This design comes from an exercise in tuning for small area, a short achievable clock period and few clock cycles on the open sky130 flow, not from production work.
Where RTL was checked, it was by simulation tests only, not by an equivalence proof against the original.
Power figures rest on the tool's default switching activity, not on a simulated workload.

==> module ks_adder, before the edit <==
module ks_adder #(
  parameter W = 32
)(
  input  [W-1:0] a,
  input  [W-1:0] b,
  input          cin,
  output [W-1:0] sum,
  output         cout
);
  localparam L = $clog2(W);
  wire [W-1:0] p0 = a ^ b;
  wire [W-1:0] g0 = a & b;
  wire [W-1:0] gl [0:L];
  wire [W-1:0] pl [0:L];
  assign gl[0] = {g0[W-1:1], g0[0] | (p0[0] & cin)};
  assign pl[0] = p0;
  genvar l, i;
  generate
    for (l = 0; l < L; l = l + 1) begin : lvl
      for (i = 0; i < W; i = i + 1) begin : bit_
        if (i >= (1 << l)) begin : node
          assign gl[l+1][i] = gl[l][i] | (pl[l][i] & gl[l][i - (1 << l)]);
          assign pl[l+1][i] = pl[l][i] & pl[l][i - (1 << l)];
        end else begin : pass
          assign gl[l+1][i] = gl[l][i];
          assign pl[l+1][i] = pl[l][i];
        end
      end
    end
  endgenerate
  wire [W:0] c = {gl[L], cin};
  assign sum  = p0 ^ c[W-1:0];
  assign cout = c[W];
endmodule
==> flow/config.mk <==
export PLATFORM = sky130hd
export DESIGN_NAME = simple_cpu
export DESIGN_NICKNAME = simple_cpu
export VERILOG_FILES = /design/flow/design.v
export SDC_FILE = /design/flow/constraint.sdc
export NUM_CORES = 8
export LEC_CHECK = 0
export CAP_MARGIN = 20
export CORE_MARGIN = 2
export CORE_UTILIZATION = 47
export SETUP_SLACK_MARGIN = 5
export SLEW_MARGIN = 50
export SYNTH_HIERARCHICAL = 1
export SYNTH_MINIMUM_KEEP_SIZE = 50
export TNS_END_PERCENT = 20
==> flow/constraint.sdc <==
create_clock -name core_clock -period 10.0 [get_ports {clk}]
set_input_delay 2.0000 -clock core_clock [delete_from_list [all_inputs] [get_ports {clk}]]
set_output_delay 2.0000 -clock core_clock [all_outputs]
set_load 0.01 [all_outputs]
standard.sh (not shown) runs the stock make flow with config.mk's settings and CLKGATE_MAP_FILE= SYNTH_SCRIPT=/design/flow/synth_recipe.tcl, a recipe that flattens the netlist after the stock synthesis.
==> flow/flow/run.sh <==
#!/bin/bash
# Own layout flow: the standard flow (standard.sh) with two changes:
# the ports are buffered with buf_2 cells instead of the slow delay cell that
# buffer_ports picks by default, and CTS inserts no dummy loads and builds the tree from clkbuf_8 cells, up to 12 sinks per leaf.
set -euo pipefail
export BUFFER_PORTS_ARGS="-buffer_cell sky130_fd_sc_hd__buf_2"
export CTS_ARGS="-sink_clustering_enable -repair_clock_nets -dont_use_dummy_load -sink_clustering_size 12 -sink_clustering_max_diameter 60 -buf_list sky130_fd_sc_hd__clkbuf_8"
bash standard.sh > standard_flow.log 2>&1
Testbench counts at the start, summed over its fixed seeds: cycles 1,992,704.
==> next run, changes <==
--- a/flow/design.v
+++ b/flow/design.v
@@ -1,37 +1,3 @@
-module ks_adder #(
-  parameter W = 32
-)(
-  input  [W-1:0] a,
-  input  [W-1:0] b,
-  input          cin,
-  output [W-1:0] sum,
-  output         cout
-);
-  localparam L = $clog2(W);
-  wire [W-1:0] p0 = a ^ b;
-  wire [W-1:0] g0 = a & b;
-  wire [W-1:0] gl [0:L];
-  wire [W-1:0] pl [0:L];
-  assign gl[0] = {g0[W-1:1], g0[0] | (p0[0] & cin)};
-  assign pl[0] = p0;
-  genvar l, i;
-  generate
-    for (l = 0; l < L; l = l + 1) begin : lvl
-      for (i = 0; i < W; i = i + 1) begin : bit_
-        if (i >= (1 << l)) begin : node
-          assign gl[l+1][i] = gl[l][i] | (pl[l][i] & gl[l][i - (1 << l)]);
-          assign pl[l+1][i] = pl[l][i] & pl[l][i - (1 << l)];
-        end else begin : pass
-          assign gl[l+1][i] = gl[l][i];
-          assign pl[l+1][i] = pl[l][i];
-        end
-      end
-    end
-  endgenerate
-  wire [W:0] c = {gl[L], cin};
-  assign sum  = p0 ^ c[W-1:0];
-  assign cout = c[W];
-endmodule
 module lt_tree #(
   parameter W = 32           
 )(
- global-route usage climbs by 0.21 points
- final area stays flat
- worst hold slack loses 0.045 ns
- wire length grows slightly
- core utilization hardly moves
- die area stays the same
- worst setup slack got worse by 0.13 ns
- first-iteration DRC count went down by a few percent
- cell count increases slightly
- power came out higher slightly
- fmax is lower by a few percent
- synthesized cell count is unchanged
- sequential share of layout area is about the same
Testbench counts after the change, summed over its fixed seeds: cycles 1,992,704.

* * *

simple_cpu, a different RTL version from the one above (not shown whole).
Size: ~5200 cells after synthesis, about 1200 flip-flops, roughly 170 I/O pins, ~62000 sq um of cells after synthesis.
// simple_cpu
module simple_cpu
#(parameter DATA_WIDTH = 32)(
  input clk,
  input rstn,
  output [DATA_WIDTH-1:0] imem_addr,
  input  [DATA_WIDTH-1:0] imem_rdata,
  output [DATA_WIDTH-1:0] dmem_addr,
  output [DATA_WIDTH-1:0] dmem_wdata,
  output [3:0]            dmem_wstrb,
  output                  dmem_re,
  input  [DATA_WIDTH-1:0] dmem_rdata
);
wire [31:0] f_inst = imem_rdata;
wire [6:0]  f_op   = f_inst[6:0];
wire [4:0]  f_rd   = f_inst[11:7];
wire [2:0]  f_f3   = f_inst[14:12];
wire [4:0]  f_rs1  = f_inst[19:15];
wire [4:0]  f_rs2  = f_inst[24:20];
wire        f_f7b5 = f_inst[30];
wire f_is_op     = (f_op == 7'b0110011);
wire f_is_opimm  = (f_op == 7'b0010011);
wire f_is_load   = (f_op == 7'b0000011);
wire f_is_store  = (f_op == 7'b0100011);
wire f_is_branch = (f_op == 7'b1100011);
wire f_is_jalr   = (f_op == 7'b1100111);
wire f_is_jal    = (f_op == 7'b1101111);
wire f_is_lui    = (f_op == 7'b0110111);
wire f_is_auipc  = (f_op == 7'b0010111);
wire f_wr = (f_is_op | f_is_opimm | f_is_load | f_is_jalr | f_is_jal | f_is_lui | f_is_auipc)
            & (f_rd != 5'd0);
wire f_tk_always = f_is_jal | f_is_jalr;
wire f_tk_eq  = f_is_branch & (f_f3 == 3'b000);
wire f_tk_ne  = f_is_branch & (f_f3 == 3'b001);
  ...
Settings: LEC_CHECK=0, CAP_MARGIN=20, CORE_MARGIN=2, CORE_UTILIZATION=40, SETUP_SLACK_MARGIN=5, SLEW_MARGIN=20; clock period 10.0 ns.
==> flow/flow/run.sh <==
#!/bin/bash
# Own layout flow: the standard flow (standard.sh, standard synthesis and
# the standard floorplan, power grid, placement, CTS and routing), except that
# the ports are buffered with buf_2 cells instead of the slow delay cell that
# buffer_ports picks by default.
set -euo pipefail
export BUFFER_PORTS_ARGS="-buffer_cell sky130_fd_sc_hd__buf_2"
bash standard.sh > standard_flow.log 2>&1
Next try:
--- a/flow/design.v
+++ b/flow/design.v
@@ -28,39 +28,12 @@
       end
     end
   endgenerate
   wire [W:0] c = {gl[L], cin};
   assign sum  = p0 ^ c[W-1:0];
   assign cout = c[W];
-endmodule
-module lt_tree #(
-  parameter W = 32           
-)(
-  input  [W-1:0] lt_bit,     
-  input  [W-1:0] eq_bit,     
-  output         lt
-);
-  localparam L = $clog2(W);
-  wire [W-1:0] g [0:L];
-  wire [W-1:0] p [0:L];
-  assign g[0] = lt_bit;
-  assign p[0] = eq_bit;
-  genvar l, i;
-  generate
-    for (l = 0; l < L; l = l + 1) begin : lvl
-      for (i = 0; i < (W >> (l + 1)); i = i + 1) begin : node
-        assign g[l+1][i] = g[l][2*i+1] | (p[l][2*i+1] & g[l][2*i]);
-        assign p[l+1][i] = p[l][2*i+1] & p[l][2*i];
-      end
-      for (i = (W >> (l + 1)); i < W; i = i + 1) begin : unused
-        assign g[l+1][i] = 1'b0;
-        assign p[l+1][i] = 1'b0;
-      end
-    end
-  endgenerate
-  assign lt = g[L][0];
 endmodule
 module register_file (
   input         clk,
   input  [4:0]  raddr1,
   input  [4:0]  raddr2,
   input  [4:0]  waddr,
@@ -144,16 +117,13 @@
   else
     f_imm = {{20{f_inst[31]}}, f_inst[31:20]};
 end
 reg [31:0] pc;           
 reg [31:0] imm;
 reg [31:0] rv1, rv2;     
-reg [31:0] xa;           
-reg [31:0] c_eq;         
-reg [31:0] c_lt;         
-reg        c_ltu31;      
+reg [31:0] xa, xb;       
 reg [4:0]  rd;
 reg [2:0]  funct3;
 reg        wr;           
 reg        is_op, is_load, is_store, is_jalr;
 reg        tk_always, tk_eq, tk_ne, tk_lt, tk_ge, tk_ltu, tk_geu;
 reg        r_add, r_sh, r_slt, r_sltu, r_xor, r_or, r_and, r_link, r_lui, r_auipc;
@@ -215,27 +185,26 @@
   imm     <= f_imm;
   rd      <= f_rd;
   funct3  <= f_f3;
   rv1     <= f_rv1;
   rv2     <= f_rv2;
   xa      <= f_rv1;
-  c_eq    <= ~(f_rv1 ^ f_rv2);
-  c_lt    <= {f_rv1[31] & ~f_rv2[31], ~f_rv1[30:0] & f_rv2[30:0]};
-  c_ltu31 <= ~f_rv1[31] & f_rv2[31];
+  xb      <= f_rv2;
 end
 assign imem_addr = next_pc;
 wire [31:0] pc_plus4 = pc + 32'd4;
 wire [31:0] pc_imm   = pc + imm;          
 wire [31:0] agu;                          
 wire        agu_co;
 ks_adder #(.W(32)) m_agu (.a(xa), .b(imm), .cin(1'b0), .sum(agu), .cout(agu_co));
-wire lt_low;
-lt_tree #(.W(32)) m_lt (.lt_bit({c_lt[30:0], 1'b0}), .eq_bit({c_eq[30:0], 1'b1}), .lt(lt_low));
-wire br_eq  = &c_eq;
-wire br_lt  = c_lt[31] | (c_eq[31] & lt_low);
-wire br_ltu = c_ltu31  | (c_eq[31] & lt_low);
+wire [31:0] br_diff;
+wire        br_co;
+ks_adder #(.W(32)) m_cmp (.a(xa), .b(~xb), .cin(1'b1), .sum(br_diff), .cout(br_co));
+wire br_eq  = (xa == xb);
+wire br_ltu = ~br_co;
+wire br_lt  = (xa[31] ^ xb[31]) ? xa[31] : br_ltu;
 wire take = tk_always | (tk_eq & br_eq) | (tk_ne & ~br_eq) | (tk_lt & br_lt) |
             (tk_ge & ~br_lt) | (tk_ltu & br_ltu) | (tk_geu & ~br_ltu);
 wire [31:0] target = is_jalr ? agu : pc_imm;
 assign next_pc = take ? target : pc_plus4;
 wire [31:0] op_b = is_op ? rv2 : imm;
 wire [32:0] sum  = {1'b0, rv1} + {1'b0, op_b ^ {32{sub}}} + {32'd0, sub};
Sequential cell count decreases by 65.
Core utilization decreases by 1.2 points.
Design area drops by a few percent.
Power shrinks by a few percent.
Hold slack gets worse by 37 ps.
Maximum frequency fell by a few percent.
Die area drops by a few percent.
Cell count fell by a few percent.
Global-route usage is lower by 0.43 points.
Combinational power rose by a few percent.
Testbench counts after the change, summed over its fixed seeds: cycles 1,946,880.
The RTL of the first run of this note was laid out without a check of its function.

==> what the ideal ports hide <==
In the flow no input, the clock included, has a driving cell. The finished layouts below were timed again as built, in two steps.
Step 1 (the two cells are an assumption about what drives the block):
set clk [get_ports {clk}]
set_driving_cell -lib_cell sky130_fd_sc_hd__clkbuf_16 $clk
set_driving_cell -lib_cell sky130_fd_sc_hd__buf_2 [delete_from_list [all_inputs] $clk]
Step 2 adds t to the input delays and takes it off the output delays; t is the mean of the earliest and latest rising clock arrival at the registers after step 1. Input paths then give back, and output paths get back, about the clock's delay inside the block.
Slacks: ideal / step 1 / step 2; pairs: ideal / step 1.
run	t (ns)	setup WS [ns]	worst setup path after step 2	latest minus earliest clock arrival (ns)
the first run of note 1	0.986	4.906 / 4.874 / 3.890	input to register	0.123 / 0.122
the second run of note 1	0.990	4.776 / 4.670 / 3.680	input to register	0.082 / 0.082
the first run of note 2	0.864	4.091 / 4.056 / 3.980	input to register	0.062 / 0.062
the second run of note 2	0.820	3.850 / 3.765 / 4.142	input to register	0.099 / 0.098
After both steps setup and hold are still met in every run listed. The setup slack of the second run of note 1, which loses most, moves by -0.106 ns with the drivers and by -1.096 ns with both steps.
